Source: an optimization exercise on an open RTL-to-GDS flow (aim: small area and a short achievable clock period). Production flows keep margins and buffers that such runs may drop. In this exercise RTL edits were held to simulation tests only and were not proved equivalent to the original.

**design/flow/config.mk**
```make
export PLATFORM = sky130hd
export DESIGN_NAME = synth
export DESIGN_NICKNAME = synth
export VERILOG_FILES = /design/flow/design.v
export SDC_FILE = /design/flow/constraint.sdc
export NUM_CORES = 4
export LEC_CHECK = 0
export CAP_MARGIN = 20
export CORE_MARGIN = 2
export CORE_UTILIZATION = 40
export SLEW_MARGIN = 20
```
**design/flow/constraint.sdc**
```tcl
create_clock -name core_clock -period 120.0 [get_ports {clk}]
set_input_delay 24.0000 -clock core_clock [delete_from_list [all_inputs] [get_ports {clk}]]
set_output_delay 24.0000 -clock core_clock [all_outputs]
set_load 0.01 [all_outputs]
```
**design/flow/design.v**
```verilog
module rca #(parameter W = 8) (
	input  logic [W-1:0] a, b,
	input  logic         ci,
	output logic [W-1:0] s,
	output logic         co
);
	logic [W:0] c;
	assign c[0] = ci;
	genvar i;
	generate
		for (i = 0; i < W; i = i + 1) begin : bit_
			assign s[i]   = a[i] ^ b[i] ^ c[i];
			assign c[i+1] = (a[i] & b[i]) | (c[i] & (a[i] ^ b[i]));
		end
	endgenerate
	assign co = c[W];
endmodule
module csa #(parameter W = 8) (
	input  logic [W-1:0] a, b, c,
	output logic [W-1:0] s, y
);
	assign s = a ^ b ^ c;
	assign y = (a & b) | (c & (a ^ b));
endmodule
module Triangle_wave (freq, clk, out, reset, stop, volume);
	input  logic        clk, reset, stop;
	input  logic [11:0] freq;
	input  logic [3:0]  volume;
	output logic [23:0] out;
	logic [14:0] v;       
	logic        h;
	logic [14:0] a;
	rca #(15) add_a (.a(v), .b({3'b000, freq}), .ci(1'b0), .s(a), .co());
	logic turn;
	assign turn = ~a[14] & a[13] & (a[12] | (a[11] & a[10] & a[9] & (a[8] | (a[7] & a[6] & a[5]))));
	logic [12:0] lc;
	assign lc[0] = 1'b1;
	genvar i;
	generate
		for (i = 0; i < 12; i = i + 1) begin : le_
			assign lc[i+1] = (freq[i] & ~v[i]) | (lc[i] & (freq[i] | ~v[i]));
		end
	endgenerate
	logic park;
	assign park = stop & ~a[14] & (v[14] | (~v[13] & ~v[12] & lc[12]));
	logic [8:0] an;
	rca #(9) add_t (.a(a[14:6]), .b({1'b0, turn, 3'b000, turn, 2'b00, turn}), .ci(1'b0), .s(an), .co());
	always_ff @(posedge clk) begin
		if (reset) begin
			v <= 15'b101_0001_0010_0000;    
			h <= 1'b0;
		end else if (park) begin
			v <= '0;
			h <= 1'b0;
		end else begin
			v <= {an, a[5:0]};
			h <= h ^ turn;
		end
	end
	logic [14:0] e, ef, nf;
	assign e  = v ^ {15{h}};
	assign ef = {~e[14], e[13:0]};
	assign nf = {e[14], ~e[13:0]};
	logic [21:0] q;
	logic mq_w1, mq_w2, mq_w3, mq_w4, mq_w5, mq_w6, mq_w7, mq_w8, mq_w9, mq_w10, mq_w11, mq_w12;
	logic mq_w13, mq_w14, mq_w15, mq_w16, mq_w17, mq_w18, mq_w19, mq_w20, mq_w21, mq_w22, mq_w23, mq_w24;
	logic mq_w25, mq_w26, mq_w27, mq_w28, mq_w29, mq_w30, mq_w31, mq_w32, mq_w33, mq_w34, mq_w35, mq_w36;
	logic mq_w37, mq_w38, mq_w39, mq_w40, mq_w41, mq_w42, mq_w43, mq_w44, mq_w45, mq_w46, mq_w47, mq_w48;
	logic mq_w49, mq_w50, mq_w51, mq_w52, mq_w53, mq_w54, mq_w55, mq_w56, mq_w57, mq_w58, mq_w59, mq_w60;
	logic mq_w61, mq_w62, mq_w63, mq_w64, mq_w65, mq_w66, mq_w67, mq_w68, mq_w69, mq_w70, mq_w71, mq_w72;
	logic mq_w73, mq_w74, mq_w75, mq_w76, mq_w77, mq_w78, mq_w79, mq_w80, mq_w81, mq_w82, mq_w83, mq_w84;
	logic mq_w85, mq_w86, mq_w87, mq_w88, mq_w89, mq_w90, mq_w91, mq_w92, mq_w93, mq_w94, mq_w95, mq_w96;
	logic mq_w97, mq_w98, mq_w99, mq_w100, mq_w101, mq_w102, mq_w103, mq_w104, mq_w105, mq_w106, mq_w107, mq_w108;
	logic mq_w109, mq_w110, mq_w111, mq_w112, mq_w113, mq_w114, mq_w115, mq_w116, mq_w117, mq_w118, mq_w119;
	assign mq_w1 = 1'b1 ^ nf[0] ^ h;
	assign mq_w2 = (1'b1 & nf[0]) | (h & (1'b1 ^ nf[0]));
	assign mq_w3 = nf[1] ^ h ^ mq_w2;
	assign mq_w4 = (nf[1] & h) | (mq_w2 & (nf[1] ^ h));
	assign mq_w5 = nf[2] ^ h ^ mq_w4;
	assign mq_w6 = (nf[2] & h) | (mq_w4 & (nf[2] ^ h));
	assign mq_w7 = ef[0] ^ nf[3] ^ mq_w6;
	assign mq_w8 = (ef[0] & nf[3]) | (mq_w6 & (ef[0] ^ nf[3]));
	assign mq_w9 = ef[0] ^ ef[1] ^ nf[4];
	assign mq_w10 = (ef[0] & ef[1]) | (nf[4] & (ef[0] ^ ef[1]));
	assign mq_w11 = h ^ mq_w9 ^ mq_w8;
	assign mq_w12 = (h & mq_w9) | (mq_w8 & (h ^ mq_w9));
	assign mq_w13 = ef[1] ^ ef[2] ^ nf[5];
	assign mq_w14 = (ef[1] & ef[2]) | (nf[5] & (ef[1] ^ ef[2]));
	assign mq_w15 = mq_w10 ^ mq_w13 ^ mq_w12;
	assign mq_w16 = (mq_w10 & mq_w13) | (mq_w12 & (mq_w10 ^ mq_w13));
	assign mq_w17 = 1'b1 ^ ef[0] ^ ef[2];
	assign mq_w18 = (1'b1 & ef[0]) | (ef[2] & (1'b1 ^ ef[0]));
	assign mq_w19 = ef[3] ^ nf[6] ^ h;
	assign mq_w20 = (ef[3] & nf[6]) | (h & (ef[3] ^ nf[6]));
	assign mq_w21 = mq_w14 ^ mq_w17 ^ mq_w19;
	assign mq_w22 = (mq_w14 & mq_w17) | (mq_w19 & (mq_w14 ^ mq_w17));
	assign mq_w23 = 1'b1 ^ ef[1] ^ ef[3];
	assign mq_w24 = (1'b1 & ef[1]) | (ef[3] & (1'b1 ^ ef[1]));
	assign mq_w25 = ef[4] ^ nf[7] ^ mq_w18;
	assign mq_w26 = (ef[4] & nf[7]) | (mq_w18 & (ef[4] ^ nf[7]));
	assign mq_w27 = mq_w20 ^ mq_w23 ^ mq_w22;
	assign mq_w28 = (mq_w20 & mq_w23) | (mq_w22 & (mq_w20 ^ mq_w23));
	assign mq_w29 = 1'b1 ^ ef[2] ^ ef[4];
	assign mq_w30 = (1'b1 & ef[2]) | (ef[4] & (1'b1 ^ ef[2]));
	assign mq_w31 = ef[5] ^ nf[8] ^ mq_w24;
	assign mq_w32 = (ef[5] & nf[8]) | (mq_w24 & (ef[5] ^ nf[8]));
	assign mq_w33 = mq_w29 ^ mq_w26 ^ mq_w31;
	assign mq_w34 = (mq_w29 & mq_w26) | (mq_w31 & (mq_w29 ^ mq_w26));
	assign mq_w35 = ef[3] ^ ef[5] ^ ef[6];
	assign mq_w36 = (ef[3] & ef[5]) | (ef[6] & (ef[3] ^ ef[5]));
	assign mq_w37 = nf[9] ^ mq_w30 ^ mq_w35;
	assign mq_w38 = (nf[9] & mq_w30) | (mq_w35 & (nf[9] ^ mq_w30));
	assign mq_w39 = mq_w32 ^ mq_w37 ^ mq_w34;
	assign mq_w40 = (mq_w32 & mq_w37) | (mq_w34 & (mq_w32 ^ mq_w37));
	assign mq_w41 = 1'b1 ^ ef[4] ^ ef[6];
	assign mq_w42 = (1'b1 & ef[4]) | (ef[6] & (1'b1 ^ ef[4]));
	assign mq_w43 = ef[7] ^ nf[10] ^ mq_w36;
	assign mq_w44 = (ef[7] & nf[10]) | (mq_w36 & (ef[7] ^ nf[10]));
	assign mq_w45 = mq_w41 ^ mq_w38 ^ mq_w43;
	assign mq_w46 = (mq_w41 & mq_w38) | (mq_w43 & (mq_w41 ^ mq_w38));
	assign mq_w47 = ef[5] ^ ef[7] ^ ef[8];
	assign mq_w48 = (ef[5] & ef[7]) | (ef[8] & (ef[5] ^ ef[7]));
	assign mq_w49 = nf[11] ^ mq_w42 ^ mq_w47;
	assign mq_w50 = (nf[11] & mq_w42) | (mq_w47 & (nf[11] ^ mq_w42));
	assign mq_w51 = mq_w44 ^ mq_w49 ^ mq_w46;
	assign mq_w52 = (mq_w44 & mq_w49) | (mq_w46 & (mq_w44 ^ mq_w49));
	assign mq_w53 = 1'b1 ^ ef[6] ^ ef[8];
	assign mq_w54 = (1'b1 & ef[6]) | (ef[8] & (1'b1 ^ ef[6]));
	assign mq_w55 = ef[9] ^ nf[12] ^ mq_w48;
	assign mq_w56 = (ef[9] & nf[12]) | (mq_w48 & (ef[9] ^ nf[12]));
	assign mq_w57 = mq_w53 ^ mq_w50 ^ mq_w55;
	assign mq_w58 = (mq_w53 & mq_w50) | (mq_w55 & (mq_w53 ^ mq_w50));
	assign mq_w59 = ef[7] ^ ef[9] ^ ef[10];
	assign mq_w60 = (ef[7] & ef[9]) | (ef[10] & (ef[7] ^ ef[9]));
	assign mq_w61 = nf[13] ^ mq_w54 ^ mq_w59;
	assign mq_w62 = (nf[13] & mq_w54) | (mq_w59 & (nf[13] ^ mq_w54));
	assign mq_w63 = mq_w56 ^ mq_w61 ^ mq_w58;
	assign mq_w64 = (mq_w56 & mq_w61) | (mq_w58 & (mq_w56 ^ mq_w61));
	assign mq_w65 = 1'b1 ^ ef[8] ^ ef[10];
	assign mq_w66 = (1'b1 & ef[8]) | (ef[10] & (1'b1 ^ ef[8]));
	assign mq_w67 = ef[11] ^ nf[14] ^ mq_w60;
	assign mq_w68 = (ef[11] & nf[14]) | (mq_w60 & (ef[11] ^ nf[14]));
	assign mq_w69 = mq_w65 ^ mq_w62 ^ mq_w67;
	assign mq_w70 = (mq_w65 & mq_w62) | (mq_w67 & (mq_w65 ^ mq_w62));
	assign mq_w71 = 1'b1 ^ ef[9] ^ ef[11];
	assign mq_w72 = (1'b1 & ef[9]) | (ef[11] & (1'b1 ^ ef[9]));
	assign mq_w73 = ef[12] ^ mq_w66 ^ mq_w71;
	assign mq_w74 = (ef[12] & mq_w66) | (mq_w71 & (ef[12] ^ mq_w66));
	assign mq_w75 = mq_w68 ^ mq_w73 ^ mq_w70;
	assign mq_w76 = (mq_w68 & mq_w73) | (mq_w70 & (mq_w68 ^ mq_w73));
	assign mq_w77 = 1'b1 ^ ef[10] ^ ef[12];
	assign mq_w78 = (1'b1 & ef[10]) | (ef[12] & (1'b1 ^ ef[10]));
	assign mq_w79 = ef[13] ^ mq_w72 ^ mq_w77;
	assign mq_w80 = (ef[13] & mq_w72) | (mq_w77 & (ef[13] ^ mq_w72));
	assign mq_w81 = mq_w74 ^ mq_w79 ^ mq_w76;
	assign mq_w82 = (mq_w74 & mq_w79) | (mq_w76 & (mq_w74 ^ mq_w79));
	assign mq_w83 = ef[11] ^ ef[13] ^ ef[14];
	assign mq_w84 = (ef[11] & ef[13]) | (ef[14] & (ef[11] ^ ef[13]));
	assign mq_w85 = mq_w78 ^ mq_w83 ^ mq_w80;
	assign mq_w86 = (mq_w78 & mq_w83) | (mq_w80 & (mq_w78 ^ mq_w83));
	assign mq_w87 = ef[12] ^ ef[14] ^ mq_w84;
	assign mq_w88 = (ef[12] & ef[14]) | (mq_w84 & (ef[12] ^ ef[14]));
	assign mq_w89 = mq_w16 ^ mq_w21;
	assign mq_w90 = mq_w16 & mq_w21;
	assign mq_w91 = mq_w25 ^ mq_w27 ^ mq_w90;
	assign mq_w92 = (mq_w25 & mq_w27) | (mq_w90 & (mq_w25 ^ mq_w27));
	assign mq_w93 = mq_w28 ^ mq_w33 ^ mq_w92;
	assign mq_w94 = (mq_w28 & mq_w33) | (mq_w92 & (mq_w28 ^ mq_w33));
	assign mq_w95 = mq_w39 ^ mq_w94;
	assign mq_w96 = mq_w39 & mq_w94;
	assign mq_w97 = mq_w40 ^ mq_w45 ^ mq_w96;
	assign mq_w98 = (mq_w40 & mq_w45) | (mq_w96 & (mq_w40 ^ mq_w45));
	assign mq_w99 = mq_w51 ^ mq_w98;
	assign mq_w100 = mq_w51 & mq_w98;
	assign mq_w101 = mq_w52 ^ mq_w57 ^ mq_w100;
	assign mq_w102 = (mq_w52 & mq_w57) | (mq_w100 & (mq_w52 ^ mq_w57));
	assign mq_w103 = mq_w63 ^ mq_w102;
	assign mq_w104 = mq_w63 & mq_w102;
	assign mq_w105 = mq_w64 ^ mq_w69 ^ mq_w104;
	assign mq_w106 = (mq_w64 & mq_w69) | (mq_w104 & (mq_w64 ^ mq_w69));
	assign mq_w107 = mq_w75 ^ mq_w106;
	assign mq_w108 = mq_w75 & mq_w106;
	assign mq_w109 = mq_w81 ^ mq_w108;
	assign mq_w110 = mq_w81 & mq_w108;
	assign mq_w111 = mq_w82 ^ mq_w85 ^ mq_w110;
	assign mq_w112 = (mq_w82 & mq_w85) | (mq_w110 & (mq_w82 ^ mq_w85));
	assign mq_w113 = mq_w86 ^ mq_w87 ^ mq_w112;
	assign mq_w114 = (mq_w86 & mq_w87) | (mq_w112 & (mq_w86 ^ mq_w87));
	assign mq_w115 = ef[13] ^ mq_w88 ^ mq_w114;
	assign mq_w116 = (ef[13] & mq_w88) | (mq_w114 & (ef[13] ^ mq_w88));
	assign mq_w117 = ef[14] ^ 1'b1 ^ mq_w116;
	assign mq_w118 = (ef[14] & 1'b1) | (mq_w116 & (ef[14] ^ 1'b1));
	assign mq_w119 = 1'b1 ^ mq_w118;
	assign q = {mq_w119, mq_w117, mq_w115, mq_w113, mq_w111, mq_w109, mq_w107, mq_w105, mq_w103, mq_w101, mq_w99, mq_w97, mq_w95, mq_w93, mq_w91, mq_w89, mq_w15, mq_w11, mq_w7, mq_w5, mq_w3, mq_w1};
	logic [31:0] s;
	assign s = {{8{q[21]}}, q, 2'b00};
	assign out = s >> volume;
endmodule
module synth (reset, freqs, play, clk, out, volume);
	input  logic        reset, clk;
	input  logic [5:0]  play;
	input  logic [71:0] freqs;
	input  logic [23:0] volume;
	output logic [23:0] out;
	logic [5:0][23:0] w;
	genvar n;
	generate
		for (n = 0; n < 6; n = n + 1) begin : all_notes
			Triangle_wave tr_note (.freq(freqs[12*n +: 12]), .clk(clk), .out(w[n]), .reset(reset),
				.stop(~play[n]), .volume(volume[4*n +: 4]));
		end
	endgenerate
	logic [5:0][22:0] wm;
	logic [5:0]       wn;
	generate
		for (n = 0; n < 6; n = n + 1) begin : mask
			if (n < 5) begin : m
				assign wm[n] = w[n][22:0] & {23{play[n]}};
				assign wn[n] = ~(w[n][23] & play[n]);
			end else begin : m
				assign wm[n] = w[n][22:0];
				assign wn[n] = ~w[n][23];
			end
		end
	endgenerate
	logic [26:0] S, SA, SB;
	logic ms_w1, ms_w2, ms_w3, ms_w4, ms_w5, ms_w6, ms_w7, ms_w8, ms_w9, ms_w10, ms_w11, ms_w12;
	logic ms_w13, ms_w14, ms_w15, ms_w16, ms_w17, ms_w18, ms_w19, ms_w20, ms_w21, ms_w22, ms_w23, ms_w24;
	logic ms_w25, ms_w26, ms_w27, ms_w28, ms_w29, ms_w30, ms_w31, ms_w32, ms_w33, ms_w34, ms_w35, ms_w36;
	logic ms_w37, ms_w38, ms_w39, ms_w40, ms_w41, ms_w42, ms_w43, ms_w44, ms_w45, ms_w46, ms_w47, ms_w48;
	logic ms_w49, ms_w50, ms_w51, ms_w52, ms_w53, ms_w54, ms_w55, ms_w56, ms_w57, ms_w58, ms_w59, ms_w60;
	logic ms_w61, ms_w62, ms_w63, ms_w64, ms_w65, ms_w66, ms_w67, ms_w68, ms_w69, ms_w70, ms_w71, ms_w72;
	logic ms_w73, ms_w74, ms_w75, ms_w76, ms_w77, ms_w78, ms_w79, ms_w80, ms_w81, ms_w82, ms_w83, ms_w84;
	logic ms_w85, ms_w86, ms_w87, ms_w88, ms_w89, ms_w90, ms_w91, ms_w92, ms_w93, ms_w94, ms_w95, ms_w96;
	logic ms_w97, ms_w98, ms_w99, ms_w100, ms_w101, ms_w102, ms_w103, ms_w104, ms_w105, ms_w106, ms_w107, ms_w108;
	logic ms_w109, ms_w110, ms_w111, ms_w112, ms_w113, ms_w114, ms_w115, ms_w116, ms_w117, ms_w118, ms_w119, ms_w120;
	logic ms_w121, ms_w122, ms_w123, ms_w124, ms_w125, ms_w126, ms_w127, ms_w128, ms_w129, ms_w130, ms_w131, ms_w132;
	logic ms_w133, ms_w134, ms_w135, ms_w136, ms_w137, ms_w138, ms_w139, ms_w140, ms_w141, ms_w142, ms_w143, ms_w144;
	logic ms_w145, ms_w146, ms_w147, ms_w148, ms_w149, ms_w150, ms_w151, ms_w152, ms_w153, ms_w154, ms_w155, ms_w156;
	logic ms_w157, ms_w158, ms_w159, ms_w160, ms_w161, ms_w162, ms_w163, ms_w164, ms_w165, ms_w166, ms_w167, ms_w168;
	logic ms_w169, ms_w170, ms_w171, ms_w172, ms_w173, ms_w174, ms_w175, ms_w176, ms_w177, ms_w178, ms_w179, ms_w180;
	logic ms_w181, ms_w182, ms_w183, ms_w184, ms_w185, ms_w186, ms_w187, ms_w188, ms_w189, ms_w190;
	assign ms_w1 = wm[0][0] ^ wm[1][0] ^ wm[2][0];
	assign ms_w2 = (wm[0][0] & wm[1][0]) | (wm[2][0] & (wm[0][0] ^ wm[1][0]));
	assign ms_w3 = wm[3][0] ^ wm[4][0] ^ wm[5][0];
	assign ms_w4 = (wm[3][0] & wm[4][0]) | (wm[5][0] & (wm[3][0] ^ wm[4][0]));
	assign ms_w5 = wm[0][1] ^ wm[1][1] ^ wm[2][1];
	assign ms_w6 = (wm[0][1] & wm[1][1]) | (wm[2][1] & (wm[0][1] ^ wm[1][1]));
	assign ms_w7 = wm[3][1] ^ wm[4][1] ^ wm[5][1];
	assign ms_w8 = (wm[3][1] & wm[4][1]) | (wm[5][1] & (wm[3][1] ^ wm[4][1]));
	assign ms_w9 = ms_w2 ^ ms_w4 ^ ms_w5;
	assign ms_w10 = (ms_w2 & ms_w4) | (ms_w5 & (ms_w2 ^ ms_w4));
	assign ms_w11 = wm[0][2] ^ wm[1][2] ^ wm[2][2];
	assign ms_w12 = (wm[0][2] & wm[1][2]) | (wm[2][2] & (wm[0][2] ^ wm[1][2]));
	assign ms_w13 = wm[3][2] ^ wm[4][2] ^ wm[5][2];
	assign ms_w14 = (wm[3][2] & wm[4][2]) | (wm[5][2] & (wm[3][2] ^ wm[4][2]));
	assign ms_w15 = ms_w6 ^ ms_w8 ^ ms_w11;
	assign ms_w16 = (ms_w6 & ms_w8) | (ms_w11 & (ms_w6 ^ ms_w8));
	assign ms_w17 = ms_w13 ^ ms_w10 ^ ms_w15;
	assign ms_w18 = (ms_w13 & ms_w10) | (ms_w15 & (ms_w13 ^ ms_w10));
	assign ms_w19 = wm[0][3] ^ wm[1][3] ^ wm[2][3];
	assign ms_w20 = (wm[0][3] & wm[1][3]) | (wm[2][3] & (wm[0][3] ^ wm[1][3]));
	assign ms_w21 = wm[3][3] ^ wm[4][3] ^ wm[5][3];
	assign ms_w22 = (wm[3][3] & wm[4][3]) | (wm[5][3] & (wm[3][3] ^ wm[4][3]));
	assign ms_w23 = ms_w12 ^ ms_w14 ^ ms_w19;
	assign ms_w24 = (ms_w12 & ms_w14) | (ms_w19 & (ms_w12 ^ ms_w14));
	assign ms_w25 = ms_w21 ^ ms_w16 ^ ms_w23;
	assign ms_w26 = (ms_w21 & ms_w16) | (ms_w23 & (ms_w21 ^ ms_w16));
	assign ms_w27 = wm[0][4] ^ wm[1][4] ^ wm[2][4];
	assign ms_w28 = (wm[0][4] & wm[1][4]) | (wm[2][4] & (wm[0][4] ^ wm[1][4]));
	assign ms_w29 = wm[3][4] ^ wm[4][4] ^ wm[5][4];
	assign ms_w30 = (wm[3][4] & wm[4][4]) | (wm[5][4] & (wm[3][4] ^ wm[4][4]));
	assign ms_w31 = ms_w20 ^ ms_w22 ^ ms_w27;
	assign ms_w32 = (ms_w20 & ms_w22) | (ms_w27 & (ms_w20 ^ ms_w22));
	assign ms_w33 = ms_w29 ^ ms_w24 ^ ms_w31;
	assign ms_w34 = (ms_w29 & ms_w24) | (ms_w31 & (ms_w29 ^ ms_w24));
	assign ms_w35 = wm[0][5] ^ wm[1][5] ^ wm[2][5];
	assign ms_w36 = (wm[0][5] & wm[1][5]) | (wm[2][5] & (wm[0][5] ^ wm[1][5]));
	assign ms_w37 = wm[3][5] ^ wm[4][5] ^ wm[5][5];
	assign ms_w38 = (wm[3][5] & wm[4][5]) | (wm[5][5] & (wm[3][5] ^ wm[4][5]));
	assign ms_w39 = ms_w28 ^ ms_w30 ^ ms_w35;
	assign ms_w40 = (ms_w28 & ms_w30) | (ms_w35 & (ms_w28 ^ ms_w30));
	assign ms_w41 = ms_w37 ^ ms_w32 ^ ms_w39;
	assign ms_w42 = (ms_w37 & ms_w32) | (ms_w39 & (ms_w37 ^ ms_w32));
	assign ms_w43 = wm[0][6] ^ wm[1][6] ^ wm[2][6];
	assign ms_w44 = (wm[0][6] & wm[1][6]) | (wm[2][6] & (wm[0][6] ^ wm[1][6]));
	assign ms_w45 = wm[3][6] ^ wm[4][6] ^ wm[5][6];
	assign ms_w46 = (wm[3][6] & wm[4][6]) | (wm[5][6] & (wm[3][6] ^ wm[4][6]));
	assign ms_w47 = ms_w36 ^ ms_w38 ^ ms_w43;
	assign ms_w48 = (ms_w36 & ms_w38) | (ms_w43 & (ms_w36 ^ ms_w38));
	assign ms_w49 = ms_w45 ^ ms_w40 ^ ms_w47;
	assign ms_w50 = (ms_w45 & ms_w40) | (ms_w47 & (ms_w45 ^ ms_w40));
	assign ms_w51 = wm[0][7] ^ wm[1][7] ^ wm[2][7];
	assign ms_w52 = (wm[0][7] & wm[1][7]) | (wm[2][7] & (wm[0][7] ^ wm[1][7]));
	assign ms_w53 = wm[3][7] ^ wm[4][7] ^ wm[5][7];
	assign ms_w54 = (wm[3][7] & wm[4][7]) | (wm[5][7] & (wm[3][7] ^ wm[4][7]));
	assign ms_w55 = ms_w44 ^ ms_w46 ^ ms_w51;
	assign ms_w56 = (ms_w44 & ms_w46) | (ms_w51 & (ms_w44 ^ ms_w46));
	assign ms_w57 = ms_w53 ^ ms_w48 ^ ms_w55;
	assign ms_w58 = (ms_w53 & ms_w48) | (ms_w55 & (ms_w53 ^ ms_w48));
	assign ms_w59 = wm[0][8] ^ wm[1][8] ^ wm[2][8];
	assign ms_w60 = (wm[0][8] & wm[1][8]) | (wm[2][8] & (wm[0][8] ^ wm[1][8]));
	assign ms_w61 = wm[3][8] ^ wm[4][8] ^ wm[5][8];
	assign ms_w62 = (wm[3][8] & wm[4][8]) | (wm[5][8] & (wm[3][8] ^ wm[4][8]));
	assign ms_w63 = ms_w52 ^ ms_w54 ^ ms_w59;
	assign ms_w64 = (ms_w52 & ms_w54) | (ms_w59 & (ms_w52 ^ ms_w54));
	assign ms_w65 = ms_w61 ^ ms_w56 ^ ms_w63;
	assign ms_w66 = (ms_w61 & ms_w56) | (ms_w63 & (ms_w61 ^ ms_w56));
	assign ms_w67 = wm[0][9] ^ wm[1][9] ^ wm[2][9];
	assign ms_w68 = (wm[0][9] & wm[1][9]) | (wm[2][9] & (wm[0][9] ^ wm[1][9]));
	assign ms_w69 = wm[3][9] ^ wm[4][9] ^ wm[5][9];
	assign ms_w70 = (wm[3][9] & wm[4][9]) | (wm[5][9] & (wm[3][9] ^ wm[4][9]));
	assign ms_w71 = ms_w60 ^ ms_w62 ^ ms_w67;
	assign ms_w72 = (ms_w60 & ms_w62) | (ms_w67 & (ms_w60 ^ ms_w62));
	assign ms_w73 = ms_w69 ^ ms_w64 ^ ms_w71;
	assign ms_w74 = (ms_w69 & ms_w64) | (ms_w71 & (ms_w69 ^ ms_w64));
	assign ms_w75 = wm[0][10] ^ wm[1][10] ^ wm[2][10];
	assign ms_w76 = (wm[0][10] & wm[1][10]) | (wm[2][10] & (wm[0][10] ^ wm[1][10]));
	assign ms_w77 = wm[3][10] ^ wm[4][10] ^ wm[5][10];
	assign ms_w78 = (wm[3][10] & wm[4][10]) | (wm[5][10] & (wm[3][10] ^ wm[4][10]));
	assign ms_w79 = ms_w68 ^ ms_w70 ^ ms_w75;
	assign ms_w80 = (ms_w68 & ms_w70) | (ms_w75 & (ms_w68 ^ ms_w70));
	assign ms_w81 = ms_w77 ^ ms_w72 ^ ms_w79;
	assign ms_w82 = (ms_w77 & ms_w72) | (ms_w79 & (ms_w77 ^ ms_w72));
	assign ms_w83 = wm[0][11] ^ wm[1][11] ^ wm[2][11];
	assign ms_w84 = (wm[0][11] & wm[1][11]) | (wm[2][11] & (wm[0][11] ^ wm[1][11]));
	assign ms_w85 = wm[3][11] ^ wm[4][11] ^ wm[5][11];
	assign ms_w86 = (wm[3][11] & wm[4][11]) | (wm[5][11] & (wm[3][11] ^ wm[4][11]));
	assign ms_w87 = ms_w76 ^ ms_w78 ^ ms_w83;
	assign ms_w88 = (ms_w76 & ms_w78) | (ms_w83 & (ms_w76 ^ ms_w78));
	assign ms_w89 = ms_w85 ^ ms_w80 ^ ms_w87;
	assign ms_w90 = (ms_w85 & ms_w80) | (ms_w87 & (ms_w85 ^ ms_w80));
	assign ms_w91 = wm[0][12] ^ wm[1][12] ^ wm[2][12];
	assign ms_w92 = (wm[0][12] & wm[1][12]) | (wm[2][12] & (wm[0][12] ^ wm[1][12]));
	assign ms_w93 = wm[3][12] ^ wm[4][12] ^ wm[5][12];
	assign ms_w94 = (wm[3][12] & wm[4][12]) | (wm[5][12] & (wm[3][12] ^ wm[4][12]));
	assign ms_w95 = ms_w84 ^ ms_w86 ^ ms_w91;
	assign ms_w96 = (ms_w84 & ms_w86) | (ms_w91 & (ms_w84 ^ ms_w86));
	assign ms_w97 = ms_w93 ^ ms_w88 ^ ms_w95;
	assign ms_w98 = (ms_w93 & ms_w88) | (ms_w95 & (ms_w93 ^ ms_w88));
	assign ms_w99 = wm[0][13] ^ wm[1][13] ^ wm[2][13];
	assign ms_w100 = (wm[0][13] & wm[1][13]) | (wm[2][13] & (wm[0][13] ^ wm[1][13]));
	assign ms_w101 = wm[3][13] ^ wm[4][13] ^ wm[5][13];
	assign ms_w102 = (wm[3][13] & wm[4][13]) | (wm[5][13] & (wm[3][13] ^ wm[4][13]));
	assign ms_w103 = ms_w92 ^ ms_w94 ^ ms_w99;
	assign ms_w104 = (ms_w92 & ms_w94) | (ms_w99 & (ms_w92 ^ ms_w94));
	assign ms_w105 = ms_w101 ^ ms_w96 ^ ms_w103;
	assign ms_w106 = (ms_w101 & ms_w96) | (ms_w103 & (ms_w101 ^ ms_w96));
	assign ms_w107 = wm[0][14] ^ wm[1][14] ^ wm[2][14];
	assign ms_w108 = (wm[0][14] & wm[1][14]) | (wm[2][14] & (wm[0][14] ^ wm[1][14]));
	assign ms_w109 = wm[3][14] ^ wm[4][14] ^ wm[5][14];
	assign ms_w110 = (wm[3][14] & wm[4][14]) | (wm[5][14] & (wm[3][14] ^ wm[4][14]));
	assign ms_w111 = ms_w100 ^ ms_w102 ^ ms_w107;
	assign ms_w112 = (ms_w100 & ms_w102) | (ms_w107 & (ms_w100 ^ ms_w102));
	assign ms_w113 = ms_w109 ^ ms_w104 ^ ms_w111;
	assign ms_w114 = (ms_w109 & ms_w104) | (ms_w111 & (ms_w109 ^ ms_w104));
	assign ms_w115 = wm[0][15] ^ wm[1][15] ^ wm[2][15];
	assign ms_w116 = (wm[0][15] & wm[1][15]) | (wm[2][15] & (wm[0][15] ^ wm[1][15]));
	assign ms_w117 = wm[3][15] ^ wm[4][15] ^ wm[5][15];
	assign ms_w118 = (wm[3][15] & wm[4][15]) | (wm[5][15] & (wm[3][15] ^ wm[4][15]));
	assign ms_w119 = ms_w108 ^ ms_w110 ^ ms_w115;
	assign ms_w120 = (ms_w108 & ms_w110) | (ms_w115 & (ms_w108 ^ ms_w110));
	assign ms_w121 = ms_w117 ^ ms_w112 ^ ms_w119;
	assign ms_w122 = (ms_w117 & ms_w112) | (ms_w119 & (ms_w117 ^ ms_w112));
	assign ms_w123 = wm[0][16] ^ wm[1][16] ^ wm[2][16];
	assign ms_w124 = (wm[0][16] & wm[1][16]) | (wm[2][16] & (wm[0][16] ^ wm[1][16]));
	assign ms_w125 = wm[3][16] ^ wm[4][16] ^ wm[5][16];
	assign ms_w126 = (wm[3][16] & wm[4][16]) | (wm[5][16] & (wm[3][16] ^ wm[4][16]));
	assign ms_w127 = ms_w116 ^ ms_w118 ^ ms_w123;
	assign ms_w128 = (ms_w116 & ms_w118) | (ms_w123 & (ms_w116 ^ ms_w118));
	assign ms_w129 = ms_w125 ^ ms_w120 ^ ms_w127;
	assign ms_w130 = (ms_w125 & ms_w120) | (ms_w127 & (ms_w125 ^ ms_w120));
	assign ms_w131 = wm[0][17] ^ wm[1][17] ^ wm[2][17];
	assign ms_w132 = (wm[0][17] & wm[1][17]) | (wm[2][17] & (wm[0][17] ^ wm[1][17]));
	assign ms_w133 = wm[3][17] ^ wm[4][17] ^ wm[5][17];
	assign ms_w134 = (wm[3][17] & wm[4][17]) | (wm[5][17] & (wm[3][17] ^ wm[4][17]));
	assign ms_w135 = ms_w124 ^ ms_w126 ^ ms_w131;
	assign ms_w136 = (ms_w124 & ms_w126) | (ms_w131 & (ms_w124 ^ ms_w126));
	assign ms_w137 = ms_w133 ^ ms_w128 ^ ms_w135;
	assign ms_w138 = (ms_w133 & ms_w128) | (ms_w135 & (ms_w133 ^ ms_w128));
	assign ms_w139 = wm[0][18] ^ wm[1][18] ^ wm[2][18];
	assign ms_w140 = (wm[0][18] & wm[1][18]) | (wm[2][18] & (wm[0][18] ^ wm[1][18]));
	assign ms_w141 = wm[3][18] ^ wm[4][18] ^ wm[5][18];
	assign ms_w142 = (wm[3][18] & wm[4][18]) | (wm[5][18] & (wm[3][18] ^ wm[4][18]));
	assign ms_w143 = ms_w132 ^ ms_w134 ^ ms_w139;
	assign ms_w144 = (ms_w132 & ms_w134) | (ms_w139 & (ms_w132 ^ ms_w134));
	assign ms_w145 = ms_w141 ^ ms_w136 ^ ms_w143;
	assign ms_w146 = (ms_w141 & ms_w136) | (ms_w143 & (ms_w141 ^ ms_w136));
	assign ms_w147 = wm[0][19] ^ wm[1][19] ^ wm[2][19];
	assign ms_w148 = (wm[0][19] & wm[1][19]) | (wm[2][19] & (wm[0][19] ^ wm[1][19]));
	assign ms_w149 = wm[3][19] ^ wm[4][19] ^ wm[5][19];
	assign ms_w150 = (wm[3][19] & wm[4][19]) | (wm[5][19] & (wm[3][19] ^ wm[4][19]));
	assign ms_w151 = ms_w140 ^ ms_w142 ^ ms_w147;
	assign ms_w152 = (ms_w140 & ms_w142) | (ms_w147 & (ms_w140 ^ ms_w142));
	assign ms_w153 = ms_w149 ^ ms_w144 ^ ms_w151;
	assign ms_w154 = (ms_w149 & ms_w144) | (ms_w151 & (ms_w149 ^ ms_w144));
	assign ms_w155 = wm[0][20] ^ wm[1][20] ^ wm[2][20];
	assign ms_w156 = (wm[0][20] & wm[1][20]) | (wm[2][20] & (wm[0][20] ^ wm[1][20]));
	assign ms_w157 = wm[3][20] ^ wm[4][20] ^ wm[5][20];
	assign ms_w158 = (wm[3][20] & wm[4][20]) | (wm[5][20] & (wm[3][20] ^ wm[4][20]));
	assign ms_w159 = ms_w148 ^ ms_w150 ^ ms_w155;
	assign ms_w160 = (ms_w148 & ms_w150) | (ms_w155 & (ms_w148 ^ ms_w150));
	assign ms_w161 = ms_w157 ^ ms_w152 ^ ms_w159;
	assign ms_w162 = (ms_w157 & ms_w152) | (ms_w159 & (ms_w157 ^ ms_w152));
	assign ms_w163 = wm[0][21] ^ wm[1][21] ^ wm[2][21];
	assign ms_w164 = (wm[0][21] & wm[1][21]) | (wm[2][21] & (wm[0][21] ^ wm[1][21]));
	assign ms_w165 = wm[3][21] ^ wm[4][21] ^ wm[5][21];
	assign ms_w166 = (wm[3][21] & wm[4][21]) | (wm[5][21] & (wm[3][21] ^ wm[4][21]));
	assign ms_w167 = ms_w156 ^ ms_w158 ^ ms_w163;
	assign ms_w168 = (ms_w156 & ms_w158) | (ms_w163 & (ms_w156 ^ ms_w158));
	assign ms_w169 = ms_w165 ^ ms_w160 ^ ms_w167;
	assign ms_w170 = (ms_w165 & ms_w160) | (ms_w167 & (ms_w165 ^ ms_w160));
	assign ms_w171 = wm[0][22] ^ wm[1][22] ^ wm[2][22];
	assign ms_w172 = (wm[0][22] & wm[1][22]) | (wm[2][22] & (wm[0][22] ^ wm[1][22]));
	assign ms_w173 = wm[3][22] ^ wm[4][22] ^ wm[5][22];
	assign ms_w174 = (wm[3][22] & wm[4][22]) | (wm[5][22] & (wm[3][22] ^ wm[4][22]));
	assign ms_w175 = ms_w164 ^ ms_w166 ^ ms_w171;
	assign ms_w176 = (ms_w164 & ms_w166) | (ms_w171 & (ms_w164 ^ ms_w166));
	assign ms_w177 = ms_w173 ^ ms_w168 ^ ms_w175;
	assign ms_w178 = (ms_w173 & ms_w168) | (ms_w175 & (ms_w173 ^ ms_w168));
	assign ms_w179 = wn[0] ^ wn[1] ^ wn[2];
	assign ms_w180 = (wn[0] & wn[1]) | (wn[2] & (wn[0] ^ wn[1]));
	assign ms_w181 = wn[3] ^ wn[4] ^ wn[5];
	assign ms_w182 = (wn[3] & wn[4]) | (wn[5] & (wn[3] ^ wn[4]));
	assign ms_w183 = ms_w172 ^ ms_w174 ^ ms_w179;
	assign ms_w184 = (ms_w172 & ms_w174) | (ms_w179 & (ms_w172 ^ ms_w174));
	assign ms_w185 = ms_w181 ^ ms_w176 ^ ms_w183;
	assign ms_w186 = (ms_w181 & ms_w176) | (ms_w183 & (ms_w181 ^ ms_w176));
	assign ms_w187 = 1'b1 ^ ms_w180 ^ ms_w182;
	assign ms_w188 = (1'b1 & ms_w180) | (ms_w182 & (1'b1 ^ ms_w180));
	assign ms_w189 = ms_w184 ^ ms_w187 ^ ms_w186;
	assign ms_w190 = (ms_w184 & ms_w187) | (ms_w186 & (ms_w184 ^ ms_w187));
	assign SA = {1'b1, ms_w188, ms_w189, ms_w178, ms_w170, ms_w162, ms_w154, ms_w146, ms_w138, ms_w130, ms_w122, ms_w114, ms_w106, ms_w98, ms_w90, ms_w82, ms_w74, ms_w66, ms_w58, ms_w50, ms_w42, ms_w34, ms_w26, ms_w18, ms_w17, ms_w7, ms_w1};
	assign SB = {1'b0, ms_w190, 1'b0, ms_w185, ms_w177, ms_w169, ms_w161, ms_w153, ms_w145, ms_w137, ms_w129, ms_w121, ms_w113, ms_w105, ms_w97, ms_w89, ms_w81, ms_w73, ms_w65, ms_w57, ms_w49, ms_w41, ms_w33, ms_w25, 1'b0, ms_w9, ms_w3};
	assign S = SA + SB;
	logic [2:0] cnt;
	assign cnt = play[0] + play[1] + play[2] + play[3] + play[4];
	logic m3, m5;
	logic [1:0] k;
	always_comb begin
		m3 = 0; m5 = 0; k = 0;
		case (cnt)
			3'd1: k = 1;
			3'd2: m3 = 1;
			3'd3: k = 2;
			3'd4: m5 = 1;
			3'd5: begin m3 = 1; k = 1; end
			default: ;
		endcase
	end
	logic [25:0] Q3, Q5;
	logic [2:0]  R3 [27];
	logic [4:0]  R5 [27];
	assign R3[26] = S[26] ? 3'b100 : 3'b001;
	assign R5[26] = S[26] ? 5'b10000 : 5'b00001;
	generate
		for (n = 25; n >= 0; n = n - 1) begin : div
			logic b;
			logic [2:0] p3;
			logic [4:0] p5;
			assign b  = S[n];
			assign p3 = R3[n+1];
			assign p5 = R5[n+1];
			assign Q3[n] = p3[2] | (p3[1] & b);
			assign R3[n] = b ? {p3[2], p3[0], p3[1]} : {p3[1], p3[2], p3[0]};
			assign Q5[n] = p5[4] | p5[3] | (p5[2] & b);
			assign R5[n] = b ? {p5[4], p5[1], p5[3], p5[0], p5[2]} : {p5[2], p5[4], p5[1], p5[3], p5[0]};
		end
	endgenerate
	logic [25:0] Q;
	logic        rnz;
	assign Q   = m5 ? Q5 : m3 ? Q3 : S[25:0];
	assign rnz = m5 ? ~R5[0][0] : m3 ? ~R3[0][0] : 1'b0;
	logic [23:0] Qs;
	logic        inexact;
	always_comb begin
		case (k)
			2'd1: begin Qs = Q[24:1]; inexact = rnz | Q[0]; end
			2'd2: begin Qs = Q[25:2]; inexact = rnz | (Q[1:0] != 0); end
			default: begin Qs = Q[23:0]; inexact = rnz; end
		endcase
	end
	logic [23:0] ones;
	assign ones[0] = S[26] & inexact;
	generate
		for (n = 1; n < 24; n = n + 1) begin : inc
			assign ones[n] = ones[0] & (&Qs[n-1:0]);
		end
	endgenerate
	assign out = Qs ^ ones;
endmodule
```
**design/flow/run.sh**
```bash
#!/bin/bash
# synth_recipe.tcl (not shown) runs the flow's synth.tcl, then flattens the netlist and writes it again
# the make line also repeats each setting of config.mk as NAME=value (left out here)
make -C /OpenROAD-flow-scripts/flow DESIGN_CONFIG=/design/flow/config.mk WORK_HOME=/design/flow/orfs CLKGATE_MAP_FILE= SYNTH_SCRIPT=/design/flow/synth_recipe.tcl finish
```
==> flow_summary.html, run 1 <==
<table>
<tr><th>Metric</th><th>Value</th></tr>
<tr><th colspan="2">STA</th></tr>
<tr><td>Number of pins with negative max-slew slack in the final report</td><td>0</td></tr>
<tr><td>Final hold viol count</td><td>0</td></tr>
<tr><td>Crit share post-route</td><td>0.527</td></tr>
<tr><td>Unrepaired setup endpoints after global routing</td><td>false</td></tr>
<tr><td>Final min period</td><td>63.30 ns</td></tr>
<tr><td>Fin Clk Skew</td><td>0.0141 ns</td></tr>
<tr><td>Sum of negative setup slack</td><td>0 ns</td></tr>
<tr><td>Worst hold margin</td><td>~0.57 ns</td></tr>
<tr><td>Number of failing setup endpoints in the final timing report</td><td>0</td></tr>
<tr><td>Rel. slew slack</td><td>0.269</td></tr>
<tr><td>Transition time of the tightest slew-check pin</td><td>1.09 ns</td></tr>
<tr><td>Maximum frequency from static timing analysis</td><td>0.0158 GHz</td></tr>
<tr><th colspan="2">Detailed routing</th></tr>
<tr><td>Drt wl/cell</td><td>17.6 um</td></tr>
<tr><td>Total wire length</td><td>99400 um</td></tr>
<tr><td>Vias after detailed routing</td><td>31.1k</td></tr>
<tr><td>Detailed-route DRC error count</td><td>0</td></tr>
<tr><td>Drt first-iter violations</td><td>2324</td></tr>
<tr><td>Avg Vias per Cell</td><td>5.50</td></tr>
<tr><td>DRT antenna net count</td><td>0</td></tr>
<tr><td>Number of search-and-repair iterations in the first detailed-routing pass</td><td>6</td></tr>
<tr><th colspan="2">Die</th></tr>
<tr><td>Initial Util</td><td>0.403</td></tr>
<tr><td>Boundary Pins</td><td>roughly 130</td></tr>
<tr><td>Die footprint</td><td>91500 um^2</td></tr>
<tr><td>Placeable core region</td><td>just under 90000 um^2</td></tr>
<tr><td>Die outline width</td><td>303 um</td></tr>
<tr><td>Die Span Y</td><td>303 um</td></tr>
<tr><td>Num rows</td><td>109</td></tr>
<tr><th colspan="2">Synthesis</th></tr>
<tr><td>EDFF count, synth</td><td>0</td></tr>
<tr><td>Number of distinct library cell variants in the gate-level netlist after synthesis</td><td>121</td></tr>
<tr><td>Post-Synthesis Net Count</td><td>5362</td></tr>
<tr><td>Most used flip-flop cell after synthesis</td><td>sky130_fd_sc_hd__dfxtp_1</td></tr>
<tr><td>Share of the yosys chip area belonging to registers</td><td>0.0539</td></tr>
<tr><td>Share of synthesized flip-flops with an asynchronous set or reset</td><td>0</td></tr>
<tr><td>Flip-flop and latch count after synthesis</td><td>96</td></tr>
<tr><td>Yosys synthesis warning count</td><td>4</td></tr>
<tr><td>Synthesized cell area</td><td>about 36000 um^2</td></tr>
<tr><td>Gate count of the mapped netlist</td><td>around 4.5k</td></tr>
<tr><td>Syn_area_per_cell</td><td>7.88 um^2</td></tr>
<tr><th colspan="2">Placement</th></tr>
<tr><td>Placement-stage cell area</td><td>37800 um^2</td></tr>
<tr><td>Half-perimeter wire length of the detailed placement result</td><td>82700 um</td></tr>
<tr><td>Count of buffers inserted at the top-level ports</td><td>127</td></tr>
<tr><td>Gp weighted congestion</td><td>0.974</td></tr>
<tr><th colspan="2">Worst setup path</th></tr>
<tr><td>Critical path's most frequent cell</td><td>sky130_fd_sc_hd__a211oi_1</td></tr>
<tr><td>Max stage delay on crit path</td><td>roughly 1.1 ns</td></tr>
<tr><td>Max FO, Critical Path</td><td>30</td></tr>
<tr><td>Critical Path Sink Type</td><td>output pin</td></tr>
<tr><td>Arrival time at the worst endpoint</td><td>39.30 ns</td></tr>
<tr><td>Type of element launching the critical path</td><td>input port</td></tr>
<tr><td>Required @ worst endpoint</td><td>96.00 ns</td></tr>
<tr><td>CP Class</td><td>input port to output pin</td></tr>
<tr><td>Slowest stage cell on the critical path</td><td>sky130_fd_sc_hd__clkdlybuf4s50_1</td></tr>
<tr><th colspan="2">CTS</th></tr>
<tr><td>CTS tree</td><td>done</td></tr>
<tr><td>Number of buffers inserted for hold repair after clock tree synthesis</td><td>0</td></tr>
<tr><td>Max Buffers Root-to-Sink</td><td>2</td></tr>
<tr><td>H-tree Lvls</td><td>3</td></tr>
<tr><td>Worst skew pair latency</td><td>0.41 ns</td></tr>
<tr><td>Clock-pin slew of the registers on the worst-case setup and hold paths</td><td>0.07 ns</td></tr>
<tr><td>Post-CTS Setup Bufs</td><td>0</td></tr>
<tr><td>Number of clock buffers inserted by TritonCTS</td><td>9</td></tr>
<tr><td>CTS Root Buffer Type</td><td>sky130_fd_sc_hd__clkbuf_16</td></tr>
<tr><td>Total of cells resized after clock tree synthesis</td><td>0</td></tr>
<tr><td>Total number of clock tree sinks</td><td>96</td></tr>
<tr><th colspan="2">GRT</th></tr>
<tr><td>First-pass GRT wire length</td><td>between 150000 and 200000 um</td></tr>
<tr><td>Antenna violations before repair</td><td>3</td></tr>
<tr><td>Maximum number of pins on one net before global-route repair</td><td>43</td></tr>
<tr><td>Total grt overflow</td><td>0</td></tr>
<tr><td>Via count of the first global-routing pass</td><td>between 30k and 40k</td></tr>
<tr><td>Total routing resource utilization after global routing</td><td>0.218</td></tr>
<tr><th colspan="2">Run</th></tr>
<tr><td>Maximum Capacitance Violations</td><td>0</td></tr>
<tr><th colspan="2">Final layout</th></tr>
<tr><td>Finished Core Util</td><td>0.432</td></tr>
<tr><td>Post-route design area</td><td>38200 um^2</td></tr>
<tr><td>Share of layout cells above drive strength 1</td><td>0.0650</td></tr>
<tr><td>Area growth, synth to finish</td><td>7.02%</td></tr>
<tr><td># nets final</td><td>~5.3k</td></tr>
<tr><th colspan="2">Outcome</th></tr>
<tr><td>Result of the run</td><td>finished clean</td></tr>
<tr><th colspan="2">Min path</th></tr>
<tr><td>Hold Crit Class</td><td>flop to flop</td></tr>
</table>
==> state kept, by name, indices dropped and copies added, names as in the netlist <==
| name | flops |
|---|---|
| all_notes.tr_note.v | 90 |
| all_notes.tr_note.h | 6 |
==> layer usage <==
| layer | up-vias | global-route usage | part of all wire |
|---|---|---|---|
| li1 | 15300 | - | - |
| met1 | 14900 | 0.299 | 0.46 |
| met2 | 804 | 0.365 | 0.47 |
| met3 | 126 | 0.0191 | 0.043 |
| met4 | 4 | 0.0635 | 0.030 |
| met5 | - | 0 | 0.00024 |
==> area by class of cell <==
class / instances / area, um^2
Fill cell: 9059 / 50200
Clock buffer: 10 / 239
Timing Repair Buffer: 193 / 1760
Clock inverter: 6 / 73.8
Multi-Input combinational cell: 3499 / 30100
Antenna cell: 1 / 2.50
Sequential cell: 96 / 1920
Inverter: 685 / 2570
Tap cell: 1165 / 1460
==> worst paths after layout <==
kind | startpoint | end | slack (ns) | cells after the start
max | volume[3] | out[19] | 56.70 | 44
min | all_notes[1].tr_note.v[0]$_SDFF_PP0_ | all_notes[1].tr_note.v[0]$_SDFF_PP0_ | 0.57 | 2
max reg2reg | all_notes[3].tr_note.v[1]$_SDFF_PP0_ | all_notes[3].tr_note.v[14]$_SDFF_PP1_ | 112.36 | 31
min reg2reg | all_notes[1].tr_note.v[0]$_SDFF_PP0_ | all_notes[1].tr_note.v[0]$_SDFF_PP0_ | 0.57 | 2
==> synth_stat cells (96+ instances only) <==
master,count,area share
sky130_fd_sc_hd__inv_1,674,0.071
sky130_fd_sc_hd__nor2_1,461,0.049
sky130_fd_sc_hd__fa_1,415,0.23
sky130_fd_sc_hd__nand2_1,407,0.043
sky130_fd_sc_hd__ha_1,319,0.11
sky130_fd_sc_hd__o21ai_0,240,0.034
sky130_fd_sc_hd__a21oi_1,227,0.032
sky130_fd_sc_hd__clkbuf_1,151,0.016
sky130_fd_sc_hd__mux2i_1,146,0.041
sky130_fd_sc_hd__xor2_1,109,0.027
sky130_fd_sc_hd__xnor2_1,101,0.025
sky130_fd_sc_hd__dfxtp_1,96,0.054
==> per-stage QoR <==
step | cells | setup slack (ns)
global placement | 5638 | 57.14
floorplan | 4524 | 60.63
global route | 5655 | 55.44
CTS | 5654 | 56.93
detailed placement | 5638 | 56.98
finish | 5655 | 56.70
==> logic make-up after synthesis <==
kind of cell | synth area share
and+or+nand+nor | 0.162
muxes | 0.0811
AOI/OAI and AO/OA | 0.202
buffers and inverters | 0.104
adders and majority gates | 0.345
DFF | 0.0539
xor gates and xnor gates | 0.0520
==> worst max-delay path, delay by kind of cell <==
| kind | cells | cell delay [ns] |
|---|---|---|
| xor gates and xnor gates | 2 | 0.59 |
| buffers and inverters | 5 | 2.43 |
| adders and majority gates | 5 | 2.24 |
| and+or+nand+nor | 12 | 3.13 |
| AOI/OAI and AO/OA | 19 | 6.42 |
| muxes | 1 | 0.45 |
==> cell usage in the layout, fill, tap and decap left out, types with 30 or more instances in the layout <==
cell	netlist	routed
sky130_fd_sc_hd__a211oi_1	66	66
sky130_fd_sc_hd__o211ai_1	65	65
sky130_fd_sc_hd__xnor2_1	101	92
sky130_fd_sc_hd__dfxtp_1	96	96
sky130_fd_sc_hd__o31ai_1	39	39
sky130_fd_sc_hd__xor2_1	109	105
sky130_fd_sc_hd__nand2_1	407	407
sky130_fd_sc_hd__o21ai_0	240	240
sky130_fd_sc_hd__a21oi_1	227	227
sky130_fd_sc_hd__inv_1	674	674
sky130_fd_sc_hd__mux2i_1	146	146
sky130_fd_sc_hd__buf_4	15	66
sky130_fd_sc_hd__o22ai_1	30	30
sky130_fd_sc_hd__nor3_1	82	82
sky130_fd_sc_hd__nand3_1	88	88
sky130_fd_sc_hd__fa_1	415	415
sky130_fd_sc_hd__mux2_2	47	47
sky130_fd_sc_hd__nor2_1	461	459
sky130_fd_sc_hd__ha_1	319	319
sky130_fd_sc_hd__nor4_1	38	38
sky130_fd_sc_hd__clkdlybuf4s50_1	0	126
sky130_fd_sc_hd__mux4_2	39	39
sky130_fd_sc_hd__a31oi_1	30	30
sky130_fd_sc_hd__and2_1	68	68
==> run 2, diff against run 1 <==
--- a/design/flow/config.mk
+++ b/design/flow/config.mk
@@ -5,6 +5,7 @@
 export SDC_FILE = /design/flow/constraint.sdc
 export NUM_CORES = 4
 export LEC_CHECK = 0
+export ABC_AREA = 1
 export CAP_MARGIN = 20
 export CORE_MARGIN = 2
 export CORE_UTILIZATION = 40
==> run 2 against run 1 <==
Utilization up 0.30 points. Die area down 12%. Wire length down 19%. Non-clock buffer count down 43. Worst hold slack better by 0.0028 ns. Clock skew down 0.0015 ns. Area after synthesis down 12%. Design area down 12%.
==> flow_summary.html, run 2 <==
<table>
<tr><th>Metric</th><th>Value</th></tr>
<tr><th colspan="2">Detailed routing</th></tr>
<tr><td>Detailed-route DRC error count</td><td>0 (unchanged)</td></tr>
<tr><td>Vias after detailed routing</td><td>27.9k (-10%)</td></tr>
<tr><td>Drt first-iter violations</td><td>1979 (-15%)</td></tr>
<tr><td>Total wire length</td><td>80300 um (-19%)</td></tr>
<tr><td>DRT antenna net count</td><td>0 (unchanged)</td></tr>
<tr><td>Avg Vias per Cell</td><td>5.01 (-9.0%)</td></tr>
<tr><td>Drt wl/cell</td><td>14.4 um (-18%)</td></tr>
<tr><td>Number of search-and-repair iterations in the first detailed-routing pass</td><td>6 (unchanged)</td></tr>
<tr><th colspan="2">Placement</th></tr>
<tr><td>Pre-CTS worst setup slack</td><td>59.40 ns (+2.42 ns)</td></tr>
<tr><td>Half-perimeter wire length of the detailed placement result</td><td>69300 um (-16%)</td></tr>
<tr><td>Count of buffers inserted at the top-level ports</td><td>127 (unchanged)</td></tr>
<tr><td>Placed insts</td><td>5561 (-1.4%)</td></tr>
<tr><td>Gp weighted congestion</td><td>0.968 (-0.65%)</td></tr>
<tr><th colspan="2">GRT</th></tr>
<tr><td>First-pass GRT wire length</td><td>136000 um (-16%)</td></tr>
<tr><td>Total routing resource utilization after global routing</td><td>0.204 (-0.0137)</td></tr>
<tr><td>Total grt overflow</td><td>0 (unchanged)</td></tr>
<tr><td>Antenna violations before repair</td><td>10 (+7)</td></tr>
<tr><td>Maximum number of pins on one net before global-route repair</td><td>45 (+4.7%)</td></tr>
<tr><td>Via count of the first global-routing pass</td><td>27.0k (-11%)</td></tr>
<tr><th colspan="2">STA</th></tr>
<tr><td>Final min period</td><td>60.70 ns (-2.59 ns)</td></tr>
<tr><td>Transition time of the tightest slew-check pin</td><td>1.06 ns (-0.0325 ns)</td></tr>
<tr><td>Number of failing setup endpoints in the final timing report</td><td>0 (unchanged)</td></tr>
<tr><td>Number of pins with negative max-slew slack in the final report</td><td>0 (unchanged)</td></tr>
<tr><td>Unrepaired setup endpoints after global routing</td><td>false</td></tr>
<tr><td>Final WS setup</td><td>59.30 ns (+2.59 ns)</td></tr>
<tr><td>Maximum frequency from static timing analysis</td><td>0.0165 GHz (+4.3%)</td></tr>
<tr><td>Rel. slew slack</td><td>0.288 (+0.0191)</td></tr>
<tr><td>Sum of negative setup slack</td><td>0 ns (unchanged)</td></tr>
<tr><td>Fin Clk Skew</td><td>0.0126 ns (-0.00153 ns)</td></tr>
<tr><td>Final hold viol count</td><td>0 (unchanged)</td></tr>
<tr><td>Crit share post-route</td><td>0.506 (-0.0216)</td></tr>
<tr><th colspan="2">CTS</th></tr>
<tr><td>CTS tree</td><td>done</td></tr>
<tr><td>Number of clock buffers inserted by TritonCTS</td><td>9 (unchanged)</td></tr>
<tr><td>Post-CTS Setup Bufs</td><td>0 (unchanged)</td></tr>
<tr><td>Clock-pin slew of the registers on the worst-case setup and hold paths</td><td>0.07 ns (about the same)</td></tr>
<tr><td>Worst skew pair latency</td><td>0.39 ns (-0.02 ns)</td></tr>
<tr><td>Total of cells resized after clock tree synthesis</td><td>0 (unchanged)</td></tr>
<tr><td>CTS Root Buffer Type</td><td>sky130_fd_sc_hd__clkbuf_16</td></tr>
<tr><td>H-tree Lvls</td><td>3 (unchanged)</td></tr>
<tr><td>Number of buffers inserted for hold repair after clock tree synthesis</td><td>0 (unchanged)</td></tr>
<tr><td>Total number of clock tree sinks</td><td>96 (unchanged)</td></tr>
<tr><td>Max Buffers Root-to-Sink</td><td>2 (unchanged)</td></tr>
<tr><th colspan="2">Synthesis</th></tr>
<tr><td>Share of synthesized flip-flops with an asynchronous set or reset</td><td>0 (unchanged)</td></tr>
<tr><td>Top cells by instance count after synthesis</td><td>sky130_fd_sc_hd__nand2_1 (987), sky130_fd_sc_hd__inv_1 (867), sky130_fd_sc_hd__nand3_1 (419)</td></tr>
<tr><td>Post-Synthesis Net Count</td><td>5372 (+0.19%)</td></tr>
<tr><td>Biggest area contributors in the synthesized netlist</td><td>sky130_fd_sc_hd__fa_1 (27%), sky130_fd_sc_hd__ha_1 (13%), sky130_fd_sc_hd__nand2_1 (12%)</td></tr>
<tr><td>Share of the yosys chip area belonging to registers</td><td>0.0615 (+0.00761)</td></tr>
<tr><td>Number of distinct library cell variants in the gate-level netlist after synthesis</td><td>60 (-50%)</td></tr>
<tr><td>Synth area leader</td><td>sky130_fd_sc_hd__fa_1</td></tr>
<tr><td>Leading cell type by number of instances after synthesis</td><td>sky130_fd_sc_hd__nand2_1</td></tr>
<tr><td>Most used flip-flop cell after synthesis</td><td>sky130_fd_sc_hd__dfxtp_1</td></tr>
<tr><td>Synthesized cell area</td><td>31200 um^2 (-12%)</td></tr>
<tr><td>Flip-flop and latch count after synthesis</td><td>96 (unchanged)</td></tr>
<tr><td>Top cell type's share of synthesized area</td><td>0.266 (+0.0329)</td></tr>
<tr><td>Gate count of the mapped netlist</td><td>4534 (+0.22%)</td></tr>
<tr><td>Syn_area_per_cell</td><td>6.89 um^2 (-13%)</td></tr>
<tr><td>EDFF count, synth</td><td>0 (unchanged)</td></tr>
<tr><td>Yosys synthesis warning count</td><td>4 (unchanged)</td></tr>
<tr><th colspan="2">Final layout</th></tr>
<tr><td>Area growth, synth to finish</td><td>7.62%</td></tr>
<tr><td># nets final</td><td>5370 (+0.90%)</td></tr>
<tr><td>Largest register FFs</td><td>90 (unchanged)</td></tr>
<tr><td>Top reg by flops</td><td>all_notes.tr_note.v</td></tr>
<tr><td>Finished Core Util</td><td>0.435 (+0.00295)</td></tr>
<tr><td>Most frequent cells in the layout</td><td>sky130_fd_sc_hd__nand2_1 (987), sky130_fd_sc_hd__inv_1 (867), sky130_fd_sc_hd__nand3_1 (419), sky130_fd_sc_hd__fa_1 (415), sky130_fd_sc_hd__o21ai_0 (350)</td></tr>
<tr><td>Share of layout cells above drive strength 1</td><td>0.0262 (-0.0388)</td></tr>
<tr><td>Final instance count without filler cells</td><td>5579 (-1.3%)</td></tr>
<tr><td>Commonest non-fill, non-tap cell in the layout</td><td>sky130_fd_sc_hd__nand2_1</td></tr>
<tr><td>Largest registers in the final layout</td><td>all_notes.tr_note.v: 90 flops, all_notes.tr_note.h: 6 flops</td></tr>
<tr><th colspan="2">Worst setup path</th></tr>
<tr><td>Type of element launching the critical path</td><td>input port</td></tr>
<tr><td>Max stage delay on crit path</td><td>1.03 ns (-0.07 ns)</td></tr>
<tr><td>Slowest stage cell on the critical path</td><td>sky130_fd_sc_hd__clkdlybuf4s50_1</td></tr>
<tr><td>Required @ worst endpoint</td><td>96.00 ns (about the same)</td></tr>
<tr><td>CP Class</td><td>input port to output pin</td></tr>
<tr><td>Arrival time at the worst endpoint</td><td>36.70 ns (-2.60 ns)</td></tr>
<tr><td>Critical path's most frequent cell</td><td>sky130_fd_sc_hd__nand3_1</td></tr>
<tr><td>Critical Path Sink Type</td><td>output pin</td></tr>
<tr><td>Max FO, Critical Path</td><td>26 (-13%)</td></tr>
<tr><th colspan="2">Die</th></tr>
<tr><td>Placeable core region</td><td>77300 um^2 (-12%)</td></tr>
<tr><td>Die outline width</td><td>283 um (-6.3%)</td></tr>
<tr><td>Num rows</td><td>102 (-6.4%)</td></tr>
<tr><td>Die footprint</td><td>80400 um^2 (-12%)</td></tr>
<tr><td>Initial Util</td><td>0.404 (+0.000497)</td></tr>
<tr><td>Die Span Y</td><td>283 um (-6.3%)</td></tr>
<tr><td>Boundary Pins</td><td>128 (unchanged)</td></tr>
<tr><th colspan="2">Min path</th></tr>
<tr><td>Hold Crit Class</td><td>flop to flop</td></tr>
<tr><th colspan="2">Outcome</th></tr>
<tr><td>Result of the run</td><td>finished clean</td></tr>
<tr><th colspan="2">Run</th></tr>
<tr><td>Maximum Capacitance Violations</td><td>0 (unchanged)</td></tr>
</table>
[run 2: final timing paths]
check,startpoint,endpoint,slack (ns),cells past startpoint
worst max-delay path,volume[4],out[1],59.30,59
worst min-delay path,all_notes[0].tr_note.v[0]$_SDFF_PP0_,all_notes[0].tr_note.v[0]$_SDFF_PP0_,0.57,2
worst max register to register,all_notes[2].tr_note.v[0]$_SDFF_PP0_,all_notes[2].tr_note.v[14]$_SDFF_PP1_,112.61,33
worst min register to register,all_notes[0].tr_note.v[0]$_SDFF_PP0_,all_notes[0].tr_note.v[0]$_SDFF_PP0_,0.57,2
[run 2: logic make-up after synthesis]
kind of cell | count (synthesis) | share of synthesized area
AND/OR/NAND/NOR | 1865 | 0.254
buffers and inverters | 1057 | 0.128
adder cells (fa/ha/maj) | 734 | 0.394
AO/OA/AOI/OAI | 607 | 0.111
XOR/XNOR | 131 | 0.0374
flip-flops | 96 | 0.0615
multiplexers | 44 | 0.0141
[run 2: area by class of cell]
| class | count | area, um^2 |
|---|---|---|
| sequential | 96 | 1920 |
| fill | 8189 | 43700 |
| clock buffer | 11 | 243 |
| multi-input combinational | 3381 | 25300 |
| antenna | 2 | 5.00 |
| clock inverter | 5 | 31.3 |
| timing repair buffer | 150 | 1440 |
| inverter | 894 | 3360 |
| tap | 1040 | 1300 |
[run 2: critical path: cells and delay by family]
family	cells	cell delay, ns
adder cells (fa/ha/maj)	6	2.50
AO/OA/AOI/OAI	8	2.42
XOR/XNOR	1	0.31
AND/OR/NAND/NOR	37	4.75
buffers and inverters	7	2.66
[run 2: stage by stage]
stage / area [um^2] / hold WS [ns]
2_1_floorplan: 31200 / 0.533
3_3_place_gp: 33400 / 0.559
3_5_place_dp: 33400 / 0.560
4_1_cts: 33600 / 0.571
5_1_grt: 33600 / 0.604
6_report: 33600 / 0.573
[run 2: routing by layer]
metal / vias up / global-route usage / wire length (um)
met2: 597 / 0.349 / 38300
met5: - / 0 / 99
met4: 16 / 0.0598 / 2020
li1: 14200 / - / -
met3: 112 / 0.0257 / 3520
met1: 13000 / 0.269 / 36300

[port drivers added, routing unchanged]
The results above use ideal ports. As a check the final layouts listed here were re-extracted and re-timed, cells and wires unchanged. Step 1: set_driving_cell puts a clkbuf_16 on clk and a buf_2 on each other input, an assumption about the parent block. Step 2 also shifts input and output timing later by t, the mid clock arrival at the registers, as if the neighbouring blocks saw the same clock. Slacks: ideal ports / drivers / drivers and shift; pairs: ideal ports / drivers.
run | t, ns | slack for setup (ns) | worst setup path at the end | pins driven straight from the clock port
run 1 | 0.450 | 56.704 / 56.591 / 56.591 | input to output | 1
run 2 | 0.450 | 59.298 / 59.237 / 59.237 | input to output | 1
After both steps every run listed still meets setup and hold. For run 1, which loses most, drivers alone change the setup slack by -0.113 ns; drivers and shift together by -0.113 ns.
